Context: an optimization exercise on an open-source flow, tuned for small area and a short achievable clock period. The choices shown serve that exercise and are no tape-out recipe. Where RTL was checked, it was by simulation tests only, not by an equivalence proof against the original. Power is estimated from default activity; no workload was simulated.

Design piped_wallace_mult, start of the top module:
module piped_wallace_mult(
    input wire clock, reset,
    input wire [15:0] x, y,
    output reg [31:0] prod
);
clock: 2.8 ns
lec_check: 0
cap_margin: 20
core_margin: 2
core_utilization: 48
cts_cluster_diameter: 150
cts_cluster_size: 30
setup_slack_margin: 0.95
slew_margin: 20
synth_hierarchical: 1
synth_minimum_keep_size: 0
buffer_ports_args: -buffer_cell sky130_fd_sc_hd__buf_1
standard.sh (not shown) runs the stock make flow with config.mk's settings and CLKGATE_MAP_FILE= SYNTH_SCRIPT=/design/flow/synth_recipe.tcl, a recipe that flattens the netlist after the stock synthesis.
==> flow/flow/run.sh <==
#!/bin/bash
# The standard layout (standard.sh, unchanged synthesis), except that the
# port buffers are plain buffers instead of delay cells. Tool output: standard.log
# here and ORFS's own logs under orfs/logs.
set -e
echo 'export BUFFER_PORTS_ARGS = -buffer_cell sky130_fd_sc_hd__buf_1' >> "$FLOW_CONFIG"
bash standard.sh > standard.log 2>&1
Edit:
--- a/flow/config.mk
+++ b/flow/config.mk
@@ -7,8 +7,9 @@
 export LEC_CHECK = 0
+export ABC_AREA = 1
 export CAP_MARGIN = 20
 export CORE_MARGIN = 2
-export CORE_UTILIZATION = 48
+export CORE_UTILIZATION = 40
 export CTS_CLUSTER_DIAMETER = 150
 export CTS_CLUSTER_SIZE = 30
-export SETUP_SLACK_MARGIN = 0.95
+export SETUP_SLACK_MARGIN = 1.0
 export SLEW_MARGIN = 20
Synthesized area increases by a few percent.
Sequential share of layout area decreases by 1.2 points.
Total power decreases by a few percent.
Edit:
--- a/flow/config.mk
+++ b/flow/config.mk
@@ -7,3 +7,2 @@
 export LEC_CHECK = 0
-export ABC_AREA = 1
 export CAP_MARGIN = 20
@@ -11,5 +10,5 @@
 export CORE_UTILIZATION = 40
-export CTS_CLUSTER_DIAMETER = 150
+export CTS_CLUSTER_DIAMETER = 80
 export CTS_CLUSTER_SIZE = 30
-export SETUP_SLACK_MARGIN = 1.0
+export SETUP_SLACK_MARGIN = 0.95
 export SLEW_MARGIN = 20
Effect:
- clock power grows by 19%
- routed wire length falls by 25%
- power increases by 7.7%
Edit:
--- a/flow/config.mk
+++ b/flow/config.mk
@@ -10,5 +10,5 @@
 export CORE_UTILIZATION = 40
-export CTS_CLUSTER_DIAMETER = 80
+export CTS_CLUSTER_DIAMETER = 150
 export CTS_CLUSTER_SIZE = 30
-export SETUP_SLACK_MARGIN = 0.95
+export SETUP_SLACK_MARGIN = 0.85
 export SLEW_MARGIN = 20
Wire length stays flat.
Final area went down slightly.
Clock-buffer cell count went down by 1.
Power went down by a few percent.
Clock power went down by about a fifth.
Edit:
--- a/flow/config.mk
+++ b/flow/config.mk
@@ -12,3 +12,3 @@
 export CTS_CLUSTER_SIZE = 30
-export SETUP_SLACK_MARGIN = 0.85
+export SETUP_SLACK_MARGIN = 1.05
 export SLEW_MARGIN = 20
Synthesized area does not change.
Core utilization goes up by 2.4 points.
Routed wire length goes up by 3.6%.


piped_wallace_mult, a different RTL version from the one above (not shown whole).
Size in the first run: roughly 66 I/O pins.
export LEC_CHECK = 0
export CAP_MARGIN = 20
export CORE_MARGIN = 2
export CORE_UTILIZATION = 40
export CTS_BUF_LIST = sky130_fd_sc_hd__clkbuf_8
export SETUP_SLACK_MARGIN = 1.1
export SLEW_MARGIN = 20
export SYNTH_HIERARCHICAL = 1
export SYNTH_MINIMUM_KEEP_SIZE = 0
create_clock -name core_clock -period 2.8 [get_ports {clock}]
run.sh (not shown) runs the stock make flow with config.mk's settings and CLKGATE_MAP_FILE= SYNTH_SCRIPT=/design/flow/synth_recipe.tcl, a recipe that flattens the netlist after the stock synthesis.
Stock flow here: none of the scripts above is used.
The first run went through all stages and came out clean.
==> next run, changes <==
CTS_BUF_LIST = unset   (was sky130_fd_sc_hd__clkbuf_8)
SETUP_SLACK_MARGIN = 0.95   (was 1.1)
Critical path depth does not change.
Sequential cell count stays the same.
Count of clock-buffer cells in the layout fell by 17.
Routed wire length fell by a few percent.
==> next run, changes <==
CTS_BUF_LIST = sky130_fd_sc_hd__clkbuf_8   (was unset)
Effect:
- The changed run ran to the end with no violations
- final area went up slightly
- routed wire length goes down slightly
- clock-buffer cell count went up by 20
- critical path depth does not change
- die area is unchanged
- clock skew went down by 0.0072 ns
- via count grows by a few percent
- power grows slightly
- setup slack gains 0.015 ns
- synthesized area is unchanged
- fmax went up slightly
No functional check of the RTL was part of any run of this note.


Setup of build 65:
RTL: one of the versions met above, not the one the previous note started from.
Size in the first run: ~1,100 cells after synthesis, about 250 flip-flops, roughly 66 I/O pins, about 13,000 um2 of cells after synthesis.
// piped_wallace_mult
module piped_wallace_mult(
    input wire clock, reset,
    input wire [15:0] x, y,
    output reg [31:0] prod
);
export LEC_CHECK = 0
export CAP_MARGIN = 20
export CORE_MARGIN = 2
export CORE_UTILIZATION = 40
export CTS_CLUSTER_DIAMETER = 150
export CTS_CLUSTER_SIZE = 30
export PLACE_DENSITY = 0.8
export SETUP_SLACK_MARGIN = 0.95
export SLEW_MARGIN = 20
export SYNTH_HIERARCHICAL = 1
export SYNTH_MINIMUM_KEEP_SIZE = 0
export BUFFER_PORTS_ARGS = -buffer_cell sky130_fd_sc_hd__buf_1
create_clock -name core_clock -period 2.8 [get_ports {clock}]
standard.sh (not shown) runs the stock make flow with config.mk's settings and CLKGATE_MAP_FILE= SYNTH_SCRIPT=/design/flow/synth_recipe.tcl, a recipe that flattens the netlist after the stock synthesis.
Scripts as last shown in full above: flow/flow/run.sh
Build 65: all stages complete, timing, DRC and antenna checks passed
Setup changes, build 65 to build 80
Settings: a deleted PLACE_DENSITY that had been 0.8; a deleted CTS_CLUSTER_DIAMETER that had been 150; a deleted CTS_CLUSTER_SIZE that had been 30.
[summary]
- Against build 65, build 80 reports a post-CTS repair timing setup buffer count that is higher.
- Setup slack on build 80 is ahead of build 65.
- Relative slew slack delta for build 80 relative to build 65: 1.8 points higher
- Build 80 has routed via count below what build 65 had.
- Comparing build 65 against build 80, there is no change at all in die area.
- Proportion of cell area occupied by registers down 1.6 points in build 80 wrt build 65
Modified inputs, build 9 compared to build 80
Settings: changing SETUP_SLACK_MARGIN from 0.95 to 0.9; setting CTS_CLUSTER_SIZE to 30 for the first time; setting CTS_CLUSTER_DIAMETER to 150 for the first time.
Notes after the runs:
Measured against each other, build 80 and build 9 differ in post-route fraction of the period consumed by the critical path, the lower figure coming from build 80.
Compared with build 80, in build 9 relative area change from synthesis to final layout shows a reduction of 4.2 points; power shows a reduction of 1.5 mW.


v41:
Another version of the RTL of piped_wallace_mult (not shown whole).
For scale: about 1100 cells after synthesis, ~260 flip-flops.
clock: 2.8 ns
lec_check: 0
cap_margin: 20
core_margin: 2
core_utilization: 40
cts_buf_list: sky130_fd_sc_hd__clkbuf_8
setup_slack_margin: 0.95
slew_margin: 20
synth_hierarchical: 1
synth_minimum_keep_size: 0
run.sh (not shown) runs the stock make flow with config.mk's settings and CLKGATE_MAP_FILE= SYNTH_SCRIPT=/design/flow/synth_recipe.tcl, a recipe that flattens the netlist after the stock synthesis.
Stock flow here: none of the scripts above is used.
The inputs of v35 differ from those of v41 as listed below.
- CORE_UTILIZATION now 55, was 40
- CTS_BUF_LIST no longer set, was sky130_fd_sc_hd__clkbuf_8
--- outcome ---
- Changes observed in v35 relative to v41: number of cells in the design after placement down about 8%; total length of routed wires -about 5%; via count lost 1.8%; violation count after the first detailed-routing iteration now sits higher.
- [compare] base=v41 new=v35: die height lost about 14%, synthesis-to-finish area growth fell by 1.1 points.
Input changes introduced in v42 (baseline for comparison: v35):
- SETUP_SLACK_MARGIN now 1.1, was 0.95
- CORE_UTILIZATION now 40, was 55
## What came out
Between v42 and v35, the difference in sequential power is negligible. Taking v35 as the reference, in v42 actual transition at the worst max-transition pin lost 0.25 ns; overall power after layout moved up; post-detailed-route wirelength per cell has decreased.
diff inputs: v42 => v16
- SETUP_SLACK_MARGIN changed from 1.1 to 1.4
[summary]
In v16, clock group share of total power is lower than in v42.
For the total placed instance area, v16 came in 0.81% higher than v42 did.
v16 ends up with higher fraction of power spent switching nets than v42 does.
v42 has lower relative contribution of combinational cells to total power than v16.
Delta (v16 minus v42): overall via count from detail_route moved up, area overhead of the layout relative to synthesis moved up, post-DP HPWL moved up, fill cell total of the finished layout moved down, post-placement worst setup slack level.
--- input diff v16..v39 ---
- SETUP_SLACK_MARGIN: 1.4 -> 0.8
==> notes.md <==
Summary of v39 over v16: post-route fraction of the period consumed by the critical path went up by 1.4 points, final worst-path setup slack went down by 0.039 ns, worst setup slack before clock tree synthesis went down by 0.051 ns, routed wire length went down by about 11%, global routing met1 resource utilization went down by 1.7 points. Sort v16 and v39 by met3 demand-to-capacity share in global routing, descending, and v39 comes first. Summary — global-route usage, v39 relative to v16: lower, by 1.5 points. Post-route cell area: v16 and v39 compared, higher one is v16.
Changes in v23 relative to v39:
- swapping 0.8 for 0.7 in SETUP_SLACK_MARGIN
==> comparison <==
v23 and v39 ended up with roughly the same first-pass GRT wire length.
Relative to v39, v23 degrades count of vias placed by the detailed router.
v23 and v39 ended up with nearly the same total power.
Between v23 and v39, the difference in share of power burned in registers is negligible.


Another version of the RTL of piped_wallace_mult (not shown whole).
Size: ~1,000 cells after synthesis, ~250 flip-flops, about 13,000 sq um of cells after synthesis.
==> flow/design.v (excerpt) <==
module piped_wallace_mult(
    input wire clock, reset,
    input wire [15:0] x, y,
    output reg [31:0] prod
);
    reg [59:0] r1;
    reg [90:0] r2;
    reg [60:0] r3;
    reg v1, v2, v3;
    wire g1 = x[1] & x[0];
    wire q2 = x[1] ^ x[0];
    wire g3 = x[2] & x[1];
    wire q4 = x[2] ^ x[1];
    wire g5 = x[3] & x[2];
    wire q6 = x[3] ^ x[2];
    wire g7 = x[4] & x[3];
    wire q8 = x[4] ^ x[3];
    wire g9 = x[5] & x[4];
    wire q10 = x[5] ^ x[4];
    wire g11 = x[6] & x[5];
    wire q12 = x[6] ^ x[5];
    wire g13 = x[7] & x[6];
    wire q14 = x[7] ^ x[6];
    wire g15 = x[8] & x[7];
    wire q16 = x[8] ^ x[7];
    wire g17 = x[9] & x[8];
    wire q18 = x[9] ^ x[8];
    wire g19 = x[10] & x[9];
    wire q20 = x[10] ^ x[9];
    wire g21 = x[11] & x[10];
    wire q22 = x[11] ^ x[10];
    wire g23 = x[12] & x[11];
    wire q24 = x[12] ^ x[11];
    wire g25 = x[13] & x[12];
    wire q26 = x[13] ^ x[12];
    wire g27 = x[14] & x[13];
    wire q28 = x[14] ^ x[13];
    wire g29 = x[15] & x[14];
    wire q30 = x[15] ^ x[14];
    wire t31, u32;
    pfx i33 (.gh(g5), .ph(q6), .gl(g3), .pl(q4), .g(t31), .p(u32));
    wire t34, u35;
    pfx i36 (.gh(g9), .ph(q10), .gl(g7), .pl(q8), .g(t34), .p(u35));
    wire t37, u38;
    pfx i39 (.gh(g13), .ph(q14), .gl(g11), .pl(q12), .g(t37), .p(u38));
    wire t40, u41;
    pfx i42 (.gh(g17), .ph(q18), .gl(g15), .pl(q16), .g(t40), .p(u41));
    wire t43, u44;
    pfx i45 (.gh(g21), .ph(q22), .gl(g19), .pl(q20), .g(t43), .p(u44));
    wire t46, u47;
    pfx i48 (.gh(g25), .ph(q26), .gl(g23), .pl(q24), .g(t46), .p(u47));
    wire t49, u50;
    pfx i51 (.gh(g29), .ph(q30), .gl(g27), .pl(q28), .g(t49), .p(u50));
    wire t52;
    pfx_g i53 (.gh(g3), .ph(q4), .gl(g1), .g(t52));
    wire t54;
    pfx_g i55 (.gh(t31), .ph(u32), .gl(g1), .g(t54));
    wire t56, u57;
  ...
==> flow/config.mk <==
export PLATFORM = sky130hd
export DESIGN_NAME = piped_wallace_mult
export DESIGN_NICKNAME = piped_wallace_mult
export VERILOG_FILES = /design/flow/design.v
export SDC_FILE = /design/flow/constraint.sdc
export NUM_CORES = 4
export LEC_CHECK = 0
export CAP_MARGIN = 20
export CORE_MARGIN = 2
export CORE_UTILIZATION = 40
export CTS_CLUSTER_DIAMETER = 150
export CTS_CLUSTER_SIZE = 30
export SETUP_SLACK_MARGIN = 0.95
export SLEW_MARGIN = 20
export SYNTH_HIERARCHICAL = 1
export SYNTH_MINIMUM_KEEP_SIZE = 0
export BUFFER_PORTS_ARGS = -buffer_cell sky130_fd_sc_hd__buf_1
==> flow/constraint.sdc <==
create_clock -name core_clock -period 2.8 [get_ports {clock}]
set_input_delay 0.5600 -clock core_clock [delete_from_list [all_inputs] [get_ports {clock}]]
set_output_delay 0.5600 -clock core_clock [all_outputs]
set_load 0.01 [all_outputs]
standard.sh (not shown) runs the stock make flow with config.mk's settings and CLKGATE_MAP_FILE= SYNTH_SCRIPT=/design/flow/synth_recipe.tcl, a recipe that flattens the netlist after the stock synthesis.
Scripts as last shown in full above: flow/flow/run.sh
Next try:
SETUP_SLACK_MARGIN = 1.0   (was 0.95)
After rerunning: Total power rises by 1.1%; global-route usage rises by 0.48 points; fmax rises by about 2.2%.
Next try:
ABC_AREA = 1   (was unset)
Synthesized area climbs by about 13%.
Via count climbs by 43%.
Global-route usage climbs by 1.6 points.
Design area climbs by about 5.4%.
Routed wire length climbs by 21%.
No functional check of the RTL was part of any run of this note.

-- what the ideal ports hide --
The flow's constraints put no driver on any port. The routed layouts listed below were extracted and timed again, unchanged, in two steps. Step 1 assumes that a clkbuf_16 drives the clock port and a buf_2 every other input. Step 2 adds t to the input delays and takes it off the output delays; t is the mean of the earliest and latest rising clock arrival at the registers after step 1. Input paths then give back, and output paths get back, about the clock's delay inside the block. Slacks: ideal ports / drivers / drivers and shift; pairs: ideal ports / drivers.
run	t, ns	slack for setup (ns)	clock arrival spread, ns	slew at the worst register clock pin (ns)
the first run of note 1	0.521	0.991 / 0.991 / 0.575	0.030 / 0.030	0.11 / 0.11
the second run of note 1	0.534	1.004 / 1.004 / 0.711	0.039 / 0.039	0.12 / 0.12
the third run of note 1	0.533	0.984 / 0.984 / 0.534	0.030 / 0.030	0.10 / 0.10
the fourth run of note 1	0.528	0.905 / 0.905 / 0.488	0.041 / 0.042	0.12 / 0.12
the fifth run of note 1	0.517	0.986 / 0.986 / 0.612	0.037 / 0.036	0.11 / 0.11
the first run of note 2	0.575	0.971 / 0.971 / 0.590	0.031 / 0.031	0.06 / 0.06
the second run of note 2	0.575	0.921 / 0.937 / 0.371	0.024 / 0.025	0.06 / 0.06
the third run of note 2	0.581	0.936 / 0.953 / 0.377	0.019 / 0.019	0.06 / 0.06
build 65	0.521	0.958 / 0.958 / 0.528	0.034 / 0.034	0.11 / 0.11
build 80	0.578	0.975 / 0.975 / 0.533	0.021 / 0.022	0.06 / 0.06
build 9	0.528	0.941 / 0.941 / 0.488	0.041 / 0.041	0.12 / 0.12
v41	0.587	0.907 / 0.907 / 0.424	0.020 / 0.019	0.06 / 0.06
v35	0.577	0.871 / 0.871 / 0.383	0.011 / 0.011	0.06 / 0.06
v42	0.573	0.883 / 0.883 / 0.583	0.011 / 0.011	0.06 / 0.06
v16	0.577	0.883 / 0.883 / 0.723	0.011 / 0.011	0.06 / 0.06
v39	0.575	0.844 / 0.803 / 0.301	0.008 / 0.008	0.06 / 0.06
v23	0.570	0.752 / 0.759 / 0.215	0.021 / 0.021	0.06 / 0.06
the first run of note 5	0.511	0.971 / 0.971 / 0.555	0.036 / 0.036	0.11 / 0.11
the second run of note 5	0.528	1.010 / 1.010 / 0.602	0.031 / 0.031	0.11 / 0.11
the third run of note 5	0.528	1.044 / 1.044 / 0.740	0.033 / 0.033	0.11 / 0.11
After both steps every run listed still meets setup and hold. For the third run of note 2, which loses most, drivers alone change the setup slack by +0.017 ns; drivers and shift together by -0.559 ns.
